This is an optimization exercise on Yosys and OpenROAD, whose aim is small area, a short achievable clock period and few clock cycles per item, not a production implementation. Where RTL was checked, it was by simulation tests only, not by an equivalence proof against the original. Power and IR drop assume default switching activity.

Setup of lane 1:
==> flow/design.v <==
module HP_FP_Pipelined_Adder (  
	input clk,
	input rst,
	input [15:0] in1,
	input [15:0] in2,
	input enable,
	output reg done,
	output [15:0] sum
);
	function automatic [13:0] skaddx14(input [13:0] a, input [13:0] b, input x);
		reg [13:0] g, p, G, P;
		integer i, l, j;
		begin
			g = a & b; p = a ^ b;
			G = g; P = p;
			for (l = 0; l < 4; l = l + 1)
				for (i = 0; i < 14; i = i + 1)
					if ((i >> l) & 1) begin
						j = ((i >> l) << l) - 1;
						G[i] = G[i] | (P[i] & G[j]);
						P[i] = P[i] & P[j];
					end
			skaddx14 = (p ^ {14{x}}) ^ {G[12:0], 1'b0};
		end
	endfunction
	reg busy;
	reg [18:0] R;
	wire [15:0] x1 = R[15:0];
	wire [15:0] x2 = in2;
	wire [4:0] e1 = x1[14:10];
	wire [4:0] e2 = x2[14:10];
	wire [10:0] ma1 = {|x1[14:0], x1[9:0]};
	wire [10:0] ma2 = {|x2[14:0], x2[9:0]};
	wire [5:0] d12 = {1'b0, e1} - {1'b0, e2};
	wire [4:0] d21 = e2 - e1;
	wire gt = d12[5];                  
	wire eq = (e1 == e2);
	wire [4:0] d = gt ? d21 : d12[4:0];
	wire swap = gt | (eq & (x2[9:0] > x1[9:0]));
	wire [10:0] mb = swap ? ma2 : ma1;
	wire [10:0] msr = swap ? ma1 : ma2;
	wire [4:0] eb = gt ? e2 : e1;
	wire [12:0] ms = {msr, 2'b00} >> d;
	wire sub = x1[15] ^ x2[15];
	wire [13:0] f = skaddx14({1'b0, mb, 2'b00} ^ {14{sub}}, {1'b0, ms}, sub);
	wire sb = swap ? x2[15] : x1[15];
	wire [4:0] er = R[17:13];
	wire [13:0] fr = {R[12:0], 1'b0};
	wire nz = |R[12:0];
	reg [13:0] lim;
	integer k;
	always @(*) for (k = 0; k < 14; k = k + 1) lim[k] = (er == 5'd12 - k);
	wire [13:0] mm = fr | lim;
	reg [3:0] t;
	integer i;
	always @(*) begin
		t = 4'd0;
		for (i = 0; i < 14; i = i + 1)
			if (mm[i]) t = 4'd13 - i[3:0];
	end
	wire [13:0] ns = fr << t;
	wire [4:0] en = nz ? (er + 5'd1 - {1'b0, t}) : 5'd0;
	assign sum = {R[18] & nz, en, ns[12:3]};
	always @(posedge clk) begin
		if (busy) R <= {sb, eb, f[13:1]};
		else if (enable) R[15:0] <= in1;
	end
	always @(posedge clk) begin
		if (rst) begin
			busy <= 1'b0;
			done <= 1'b0;
		end else if (busy) begin
			busy <= 1'b0;
			done <= 1'b1;
		end else if (enable) begin
			busy <= 1'b1;
			done <= 1'b0;
		end
	end
endmodule
export LEC_CHECK = 0
export ABC_AREA = 1
export CAP_MARGIN = 20
export CORE_MARGIN = 2
export CORE_UTILIZATION = 40
export SETUP_SLACK_MARGIN = 1.5
export SLEW_MARGIN = 20
create_clock -name core_clock -period 6.0 [get_ports {clk}]
standard.sh (not shown) runs the stock make flow with config.mk's settings and CLKGATE_MAP_FILE= SYNTH_SCRIPT=/design/flow/synth_recipe.tcl, a recipe that flattens the netlist after the stock synthesis.
==> flow/flow/run.sh <==
#!/bin/bash
# Standard layout with two changes:
# - synthesis is the standard synthesis script, run without ORFS's
#   full/half-adder extraction (ADDER_MAP_FILE empty), so that ABC maps the
#   arithmetic together with the rest of the logic; registers are mapped and
#   named exactly as in the standard synthesis;
# - the port buffers use a small fast buffer instead of the default
#   delay-buffer cell.
set -euo pipefail
W=$PWD
export BUFFER_PORTS_ARGS="-buffer_cell sky130_fd_sc_hd__buf_1"
make -C "$FLOW_HOME" DESIGN_CONFIG=$W/config.mk WORK_HOME=$W/orfs CLKGATE_MAP_FILE= SYNTH_SCRIPT=$W/synth_recipe.tcl ADDER_MAP_FILE= synth > synth.log 2>&1
bash standard.sh > standard.log 2>&1
Lane 1: done, clean on timing, DRC and antenna
Testbench counts of lane 1, summed over its fixed seeds: cycles 6,400, items 3,200.
Relative to lane 1, the following input files were edited for lane 2:
==> flow/design.v <==
module HP_FP_Pipelined_Adder (  
	input clk,
	input rst,
	input [15:0] in1,
	input [15:0] in2,
	input enable,
	output reg done,
	output [15:0] sum
);
	function automatic [13:0] skaddx14(input [13:0] a, input [13:0] b, input x);
		reg [13:0] g, p, G, P;
		integer i, l, j;
		begin
			g = a & b; p = a ^ b;
			G = g; P = p;
			for (l = 0; l < 4; l = l + 1)
				for (i = 0; i < 14; i = i + 1)
					if ((i >> l) & 1) begin
						j = ((i >> l) << l) - 1;
						G[i] = G[i] | (P[i] & G[j]);
						P[i] = P[i] & P[j];
					end
			skaddx14 = (p ^ {14{x}}) ^ {G[12:0], 1'b0};
		end
	endfunction
	reg busy;
	reg [18:0] R;
	wire [15:0] x1 = R[15:0];
	wire [15:0] x2 = in2;
	wire [4:0] e1 = x1[14:10];
	wire [4:0] e2 = x2[14:10];
	wire [10:0] ma1 = {|x1[14:0], x1[9:0]};
	wire [10:0] ma2 = {|x2[14:0], x2[9:0]};
	wire [5:0] d12 = {1'b0, e1} - {1'b0, e2};
	wire [4:0] d21 = e2 - e1;
	wire gt = d12[5];                  
	wire eq = (e1 == e2);
	wire [4:0] d = gt ? d21 : d12[4:0];
	wire swap = gt | (eq & (x2[9:0] > x1[9:0]));
	wire [10:0] mb = swap ? ma2 : ma1;
	wire [10:0] msr = swap ? ma1 : ma2;
	wire [4:0] eb = gt ? e2 : e1;
	wire [12:0] ms = {msr & {11{busy}}, 2'b00} >> d;
	wire sub = x1[15] ^ x2[15];
	wire [13:0] fa = busy ? {1'b0, mb, 2'b00} ^ {14{sub}} : {in1[12:0], 1'b0};
	wire [13:0] f = skaddx14(fa, {1'b0, ms}, sub & busy);
	wire sb = swap ? x2[15] : x1[15];
	wire [4:0] er = R[17:13];
	wire [13:0] fr = {R[12:0], 1'b0};
	wire nz = |R[12:0];
	reg [13:0] lim;
	integer k;
	always @(*) for (k = 0; k < 14; k = k + 1) lim[k] = (er == 5'd12 - k);
	wire [13:0] mm = fr | lim;
	wire [15:0] m16 = {mm, 2'b11};
	wire [7:0] v1;
	wire [7:0] z1;
	wire [3:0] v2;
	wire [7:0] z2;
	wire [1:0] v3;
	wire [5:0] z3;
	genvar q;
	generate
		for (q = 0; q < 8; q = q + 1) begin : lz1
			assign v1[q] = m16[2*q+1] | m16[2*q];
			assign z1[q] = ~m16[2*q+1];
		end
		for (q = 0; q < 4; q = q + 1) begin : lz2
			assign v2[q] = v1[2*q+1] | v1[2*q];
			assign z2[2*q+1:2*q] = v1[2*q+1] ? {1'b0, z1[2*q+1]} : {1'b1, z1[2*q]};
		end
		for (q = 0; q < 2; q = q + 1) begin : lz3
			assign v3[q] = v2[2*q+1] | v2[2*q];
			assign z3[3*q+2:3*q] = v2[2*q+1] ? {1'b0, z2[4*q+3:4*q+2]} : {1'b1, z2[4*q+1:4*q]};
		end
	endgenerate
	wire [3:0] t = v3[1] ? {1'b0, z3[5:3]} : {1'b1, z3[2:0]};
	wire [13:0] ns = fr << t;
	wire [4:0] en = nz ? (er + 5'd1 - {1'b0, t}) : 5'd0;
	assign sum = {R[18] & nz, en, ns[12:3]};
	always @(posedge clk)
		if (busy | enable) R <= {sb, busy ? eb : {2'b00, in1[15:13]}, f[13:1]};
	always @(posedge clk) begin
		if (rst) begin
			busy <= 1'b0;
			done <= 1'b0;
		end else if (busy) begin
			busy <= 1'b0;
			done <= 1'b1;
		end else if (enable) begin
			busy <= 1'b1;
			done <= 1'b0;
		end
	end
endmodule
### Flow results
- Lane 2 vs. lane 1: non-clock buffer count now sits higher; sequential share of layout area now sits lower; largest net degree at the start of global routing now sits higher; clock period minus worst slack now sits higher.
- Of lane 1 and lane 2, the higher met2 track demand over resource in global routing belongs to lane 2.
- Compared lane 2 vs lane 1, and part of the cycle the worst path needs is up in lane 2.
- | proportion of synthesized chip area in sequential cells | lane 1 vs lane 2 | ≈ equal |
- Number of distinct library cells after synthesis for lane 2: 6.3% up relative to lane 1
- Lane 2 vs lane 1 — wire length of the first global-routing pass rose 230 µm.
No functional check of the RTL was part of lane 2.

========
Another version of the RTL of HP_FP_Pipelined_Adder (not shown whole).
Size in the first run: roughly 710 cells after synthesis, ~52 I/O pins, ~0.0040 mm2 of cells after synthesis.
==> module HP_FP_Pipelined_Adder, before the edit <==
module HP_FP_Pipelined_Adder (  
	input clk,
	input rst,
	input [15:0] in1,
	input [15:0] in2,
	input enable,
	output reg done,
	output [15:0] sum
);
	function automatic [13:0] skaddx14(input [13:0] a, input [13:0] b, input x);
		reg [13:0] g, p, G, P;
		integer i, l, j;
		begin
			g = a & b; p = a ^ b;
			G = g; P = p;
			for (l = 0; l < 4; l = l + 1)
				for (i = 0; i < 14; i = i + 1)
					if ((i >> l) & 1) begin
						j = ((i >> l) << l) - 1;
						G[i] = G[i] | (P[i] & G[j]);
						P[i] = P[i] & P[j];
					end
			skaddx14 = (p ^ {14{x}}) ^ {G[12:0], 1'b0};
		end
	endfunction
	reg busy;
	reg [18:0] R;
	wire [15:0] x1 = R[15:0];
	wire [15:0] x2 = in2;
	wire [4:0] e1 = x1[14:10];
	wire [4:0] e2 = x2[14:10];
	wire [10:0] ma1 = {|x1[14:0], x1[9:0]};
	wire [10:0] ma2 = {|x2[14:0], x2[9:0]};
	wire [5:0] d12 = {1'b0, e1} - {1'b0, e2};
	wire [4:0] d21 = e2 - e1;
	wire gt = d12[5];                  
	wire eq = (e1 == e2);
	wire [4:0] d = gt ? d21 : d12[4:0];
	wire swap = gt | (eq & (x2[9:0] > x1[9:0]));
	wire [10:0] mb = swap ? ma2 : ma1;
	wire [10:0] msr = swap ? ma1 : ma2;
	wire [4:0] eb = gt ? e2 : e1;
	wire [12:0] ms = {msr, 2'b00} >> d;
	wire sub = x1[15] ^ x2[15];
	wire [13:0] f = skaddx14({1'b0, mb, 2'b00} ^ {14{sub}}, {1'b0, ms}, sub);
	wire sb = swap ? x2[15] : x1[15];
	wire [4:0] er = R[17:13];
	wire [13:0] fr = {R[12:0], 1'b0};
	wire nz = |R[12:0];
	reg [13:0] lim;
	integer k;
	always @(*) for (k = 0; k < 14; k = k + 1) lim[k] = (er == 5'd12 - k);
	wire [13:0] mm = fr | lim;
	wire [15:0] m16 = {mm, 2'b11};
	wire [7:0] v1;
	wire [7:0] z1;
	wire [3:0] v2;
	wire [7:0] z2;
	wire [1:0] v3;
	wire [5:0] z3;
	genvar q;
	generate
		for (q = 0; q < 8; q = q + 1) begin : lz1
			assign v1[q] = m16[2*q+1] | m16[2*q];
			assign z1[q] = ~m16[2*q+1];
		end
		for (q = 0; q < 4; q = q + 1) begin : lz2
			assign v2[q] = v1[2*q+1] | v1[2*q];
			assign z2[2*q+1:2*q] = v1[2*q+1] ? {1'b0, z1[2*q+1]} : {1'b1, z1[2*q]};
		end
		for (q = 0; q < 2; q = q + 1) begin : lz3
			assign v3[q] = v2[2*q+1] | v2[2*q];
			assign z3[3*q+2:3*q] = v2[2*q+1] ? {1'b0, z2[4*q+3:4*q+2]} : {1'b1, z2[4*q+1:4*q]};
		end
	endgenerate
	wire [3:0] t = v3[1] ? {1'b0, z3[5:3]} : {1'b1, z3[2:0]};
	wire [13:0] ns = fr << t;
	wire [4:0] en = nz ? (er + 5'd1 - {1'b0, t}) : 5'd0;
	assign sum = {R[18] & nz, en, ns[12:3]};
	always @(posedge clk) begin
		if (busy) R <= {sb, eb, f[13:1]};
		else if (enable) R[15:0] <= in1;
	end
	always @(posedge clk) begin
		if (rst) begin
			busy <= 1'b0;
			done <= 1'b0;
		end else if (busy) begin
			busy <= 1'b0;
			done <= 1'b1;
		end else if (enable) begin
			busy <= 1'b1;
			done <= 1'b0;
		end
	end
endmodule
export LEC_CHECK = 0
export ABC_AREA = 1
export CAP_MARGIN = 20
export CORE_MARGIN = 2
export CORE_UTILIZATION = 40
export SETUP_SLACK_MARGIN = 1.5
export SLEW_MARGIN = 20
create_clock -name core_clock -period 6.0 [get_ports {clk}]
Scripts as last shown in full above: flow/flow/run.sh
Testbench counts at the start, summed over its fixed seeds: cycles 6,400, items 3,200.
Edit:
--- a/flow/design.v
+++ b/flow/design.v
@@ -19,10 +19,33 @@
 						j = ((i >> l) << l) - 1;
 						G[i] = G[i] | (P[i] & G[j]);
 						P[i] = P[i] & P[j];
 					end
 			skaddx14 = (p ^ {14{x}}) ^ {G[12:0], 1'b0};
+		end
+	endfunction
+	function automatic [3:0] lz16(input [15:0] m);
+		reg [7:0] v1, z1;
+		reg [3:0] v2;
+		reg [7:0] z2;
+		reg [1:0] v3;
+		reg [5:0] z3;
+		integer q;
+		begin
+			for (q = 0; q < 8; q = q + 1) begin
+				v1[q] = m[2*q+1] | m[2*q];
+				z1[q] = ~m[2*q+1];
+			end
+			for (q = 0; q < 4; q = q + 1) begin
+				v2[q] = v1[2*q+1] | v1[2*q];
+				z2[2*q+1 -: 2] = v1[2*q+1] ? {1'b0, z1[2*q+1]} : {1'b1, z1[2*q]};
+			end
+			for (q = 0; q < 2; q = q + 1) begin
+				v3[q] = v2[2*q+1] | v2[2*q];
+				z3[3*q+2 -: 3] = v2[2*q+1] ? {1'b0, z2[4*q+3 -: 2]} : {1'b1, z2[4*q+1 -: 2]};
+			end
+			lz16 = v3[1] ? {1'b0, z3[5:3]} : {1'b1, z3[2:0]};
 		end
 	endfunction
 	reg busy;
 	reg [18:0] R;
 	wire [15:0] x1 = R[15:0];
@@ -72,12 +95,17 @@
 			assign v3[q] = v2[2*q+1] | v2[2*q];
 			assign z3[3*q+2:3*q] = v2[2*q+1] ? {1'b0, z2[4*q+3:4*q+2]} : {1'b1, z2[4*q+1:4*q]};
 		end
 	endgenerate
 	wire [3:0] t = v3[1] ? {1'b0, z3[5:3]} : {1'b1, z3[2:0]};
-	wire [13:0] ns = fr << t;
-	wire [4:0] en = nz ? (er + 5'd1 - {1'b0, t}) : 5'd0;
+	wire [13:0] n8 = t[3] ? {fr[5:0], 8'd0} : fr;
+	wire [13:0] n4 = t[2] ? {n8[9:0], 4'd0} : n8;
+	wire [13:0] n2 = t[1] ? {n4[11:0], 2'd0} : n4;
+	wire [13:0] ns = t[0] ? {n2[12:0], 1'd0} : n2;
+	wire [3:0] lzf = lz16({fr, 2'b11});
+	wire [5:0] ed = {1'b0, er} + 6'd1 - {2'b00, lzf};
+	wire [4:0] en = (nz & ~ed[5]) ? ed[4:0] : 5'd0;
 	assign sum = {R[18] & nz, en, ns[12:3]};
 	always @(posedge clk) begin
 		if (busy) R <= {sb, eb, f[13:1]};
 		else if (enable) R[15:0] <= in1;
 	end
Final area increases by a little under a tenth.
Sequential power went down by a few percent.
Wire length went up by a few percent.
Worst setup slack got worse by 54 ps.
Synthesized cell count grows slightly.
Count of clock-buffer cells in the layout does not change.
Critical path depth fell by 4.
Only the layout flow was run in the second run of this note; the RTL was not checked for function there.

========
HP_FP_Pipelined_Adder, a different RTL version from the one above (not shown whole).
Size: ~21 flip-flops, ~52 I/O pins, ~4100 sq um of cells after synthesis.
==> module HP_FP_Pipelined_Adder, before the edit <==
module HP_FP_Pipelined_Adder (  
	input clk,
	input rst,
	input [15:0] in1,
	input [15:0] in2,
	input enable,
	output reg done,
	output [15:0] sum
);
	reg busy;
	reg [18:0] R;
	wire [15:0] x1 = R[15:0];
	wire [15:0] x2 = in2;
	wire [4:0] e1 = x1[14:10];
	wire [4:0] e2 = x2[14:10];
	wire [10:0] ma1 = {|x1[14:0], x1[9:0]};
	wire [10:0] ma2 = {|x2[14:0], x2[9:0]};
	wire [5:0] d12 = {1'b0, e1} - {1'b0, e2};
	wire [4:0] d21 = e2 - e1;
	wire gt = d12[5];                  
	wire eq = (e1 == e2);
	wire [4:0] d = gt ? d21 : d12[4:0];
	wire swap = gt | (eq & (x2[9:0] > x1[9:0]));
	wire [10:0] mb = swap ? ma2 : ma1;
	wire [10:0] msr = swap ? ma1 : ma2;
	wire [4:0] eb = gt ? e2 : e1;
	wire [12:0] ms = {msr, 2'b00} >> d;
	wire sub = x1[15] ^ x2[15];
	wire [14:0] fc = {1'b0, mb, 2'b00, 1'b1} + {{1'b0, ms} ^ {14{sub}}, sub};
	wire [13:0] f = fc[14:1];
	wire sb = swap ? x2[15] : x1[15];
	wire [4:0] er = R[17:13];
	wire [13:0] fr = {R[12:0], 1'b0};
	wire nz = |R[12:0];
	reg [13:0] lim;
	integer k;
	always @(*) for (k = 0; k < 14; k = k + 1) lim[k] = (er == 5'd12 - k);
	wire [13:0] mm = fr | lim;
	reg [3:0] t;
	integer i;
	always @(*) begin
		t = 4'd0;
		for (i = 0; i < 14; i = i + 1)
			if (mm[i]) t = 4'd13 - i[3:0];
	end
	wire [13:0] ns = fr << t;
	wire [4:0] en = nz ? (er + 5'd1 - {1'b0, t}) : 5'd0;
	assign sum = {R[18] & nz, en, ns[12:3]};
	always @(posedge clk) begin
		if (busy) R <= {sb, eb, f[13:1]};
		else if (enable) R[15:0] <= in1;
	end
	always @(posedge clk) begin
		if (rst) begin
			busy <= 1'b0;
			done <= 1'b0;
		end else if (busy) begin
			busy <= 1'b0;
			done <= 1'b1;
		end else if (enable) begin
			busy <= 1'b1;
			done <= 1'b0;
		end
	end
endmodule
==> flow/config.mk <==
export PLATFORM = sky130hd
export DESIGN_NAME = HP_FP_Pipelined_Adder
export DESIGN_NICKNAME = HP_FP_Pipelined_Adder
export VERILOG_FILES = /design/flow/design.v
export SDC_FILE = /design/flow/constraint.sdc
export NUM_CORES = 4
export LEC_CHECK = 0
export ABC_AREA = 1
export CAP_MARGIN = 20
export CORE_MARGIN = 2
export CORE_UTILIZATION = 40
export SLEW_MARGIN = 20
==> flow/constraint.sdc <==
create_clock -name core_clock -period 6.0 [get_ports {clk}]
set_input_delay 1.2000 -clock core_clock [delete_from_list [all_inputs] [get_ports {clk}]]
set_output_delay 1.2000 -clock core_clock [all_outputs]
set_load 0.01 [all_outputs]
==> flow/flow/run.sh <==
#!/bin/bash
# Standard layout, but the port buffers use a small fast buffer instead of the
# default delay-buffer cell.
set -euo pipefail
export BUFFER_PORTS_ARGS="-buffer_cell sky130_fd_sc_hd__buf_2"
bash standard.sh > standard.log 2>&1
Then changed:
==> flow/design.v (replaced) <==
module HP_FP_Pipelined_Adder (  
	input clk,
	input rst,
	input [15:0] in1,
	input [15:0] in2,
	input enable,
	output reg done,
	output [15:0] sum
);
	reg busy;
	reg [19:0] R;
	wire [15:0] x1 = R[15:0];
	wire [15:0] x2 = in2;
	wire [4:0] e1 = x1[14:10];
	wire [4:0] e2 = x2[14:10];
	wire [10:0] ma1 = {|x1[14:0], x1[9:0]};
	wire [10:0] ma2 = {|x2[14:0], x2[9:0]};
	wire [5:0] d12 = {1'b0, e1} - {1'b0, e2};
	wire [4:0] d21 = e2 - e1;
	wire gt = d12[5];                  
	wire [4:0] d = gt ? d21 : d12[4:0];
	wire swap = x2[14:0] > x1[14:0];   
	wire [10:0] mb = swap ? ma2 : ma1;
	wire [10:0] msr = swap ? ma1 : ma2;
	wire [4:0] eb = gt ? e2 : e1;
	wire [12:0] ms = {msr, 2'b00} >> d;
	wire sub = x1[15] ^ x2[15];
	wire [14:0] fc = {1'b0, mb, 2'b00, 1'b1} + {{1'b0, ms} ^ {14{sub}}, sub};
	wire [13:0] f = fc[14:1];
	wire sb = swap ? x2[15] : x1[15];
	wire [4:0] er = R[18:14];
	wire [13:0] fr = R[13:0];
	wire nz = |fr;
	reg [13:0] lim;
	integer k;
	always @(*) for (k = 0; k < 14; k = k + 1) lim[k] = (er == 5'd12 - k);
	wire [13:0] mm = fr | lim;
	reg [3:0] t;
	integer i;
	always @(*) begin
		t = 4'd0;
		for (i = 0; i < 14; i = i + 1)
			if (mm[i]) t = 4'd13 - i[3:0];
	end
	wire [13:0] ns = fr << t;
	wire [4:0] en = nz ? (er + 5'd1 - {1'b0, t}) : 5'd0;
	assign sum = {R[19] & nz, en, ns[12:3]};
	always @(posedge clk) begin
		if (busy) R <= {sb, eb, f};
		else if (enable) R[15:0] <= in1;
	end
	always @(posedge clk) begin
		if (rst) begin
			busy <= 1'b0;
			done <= 1'b0;
		end else if (busy) begin
			busy <= 1'b0;
			done <= 1'b1;
		end else if (enable) begin
			busy <= 1'b1;
			done <= 1'b0;
		end
	end
endmodule
What happened: The new run finished clean. Die area rises by a few percent. Total power rose by about a fifth. Worst setup slack gets worse by 0.13 ns. Hold slack gets better by 0.021 ns. Cell count increases by a few percent. Utilization came out lower by 0.48 points. Synthesized area is higher by a few percent. Combinational power increases by about a fifth. Critical path depth goes down by 1.
No functional check of the RTL was part of any run of this note.

separate check: timing with driven ports:
The results above use ideal ports. As a check the final layouts listed here were re-extracted and re-timed, cells and wires unchanged.
Step 1 assumes that a clkbuf_16 drives the clock port and a buf_2 every other input.
Step 2 adds t to the input delays and takes it off the output delays; t is the mean of the earliest and latest rising clock arrival at the registers after step 1. Input paths then give back, and output paths get back, about the clock's delay inside the block.
Slacks: ideal ports / drivers / drivers and shift; pairs: ideal ports / drivers.
| run | t (ns) | setup slack, ns | hold WS [ns] | clock arrival spread, ns |
|---|---|---|---|---|
| lane 1 | 0.300 | 1.667 / 1.638 / 1.513 | 0.468 / 0.468 / 0.468 | 0.009 / 0.009 |
| lane 2 | 0.304 | 1.573 / 1.543 / 1.521 | 0.531 / 0.531 / 0.531 | 0.005 / 0.005 |
| the first run of note 2 | 0.283 | 1.733 / 1.708 / 1.573 | 0.508 / 0.508 / 0.508 | 0.010 / 0.010 |
| the second run of note 2 | 0.292 | 1.679 / 1.654 / 1.475 | 0.465 / 0.465 / 0.465 | 0.004 / 0.004 |
| the first run of note 3 | 0.286 | 0.672 / 0.676 / 0.390 | 0.495 / 0.495 / 0.495 | 0.001 / 0.001 |
| the second run of note 3 | 0.283 | 0.545 / 0.550 / 0.266 | 0.516 / 0.516 / 0.516 | 0.004 / 0.003 |
After both steps setup and hold are still met in every run listed. The setup slack of the first run of note 3, which loses most, moves by +0.004 ns with the drivers and by -0.282 ns with both steps.
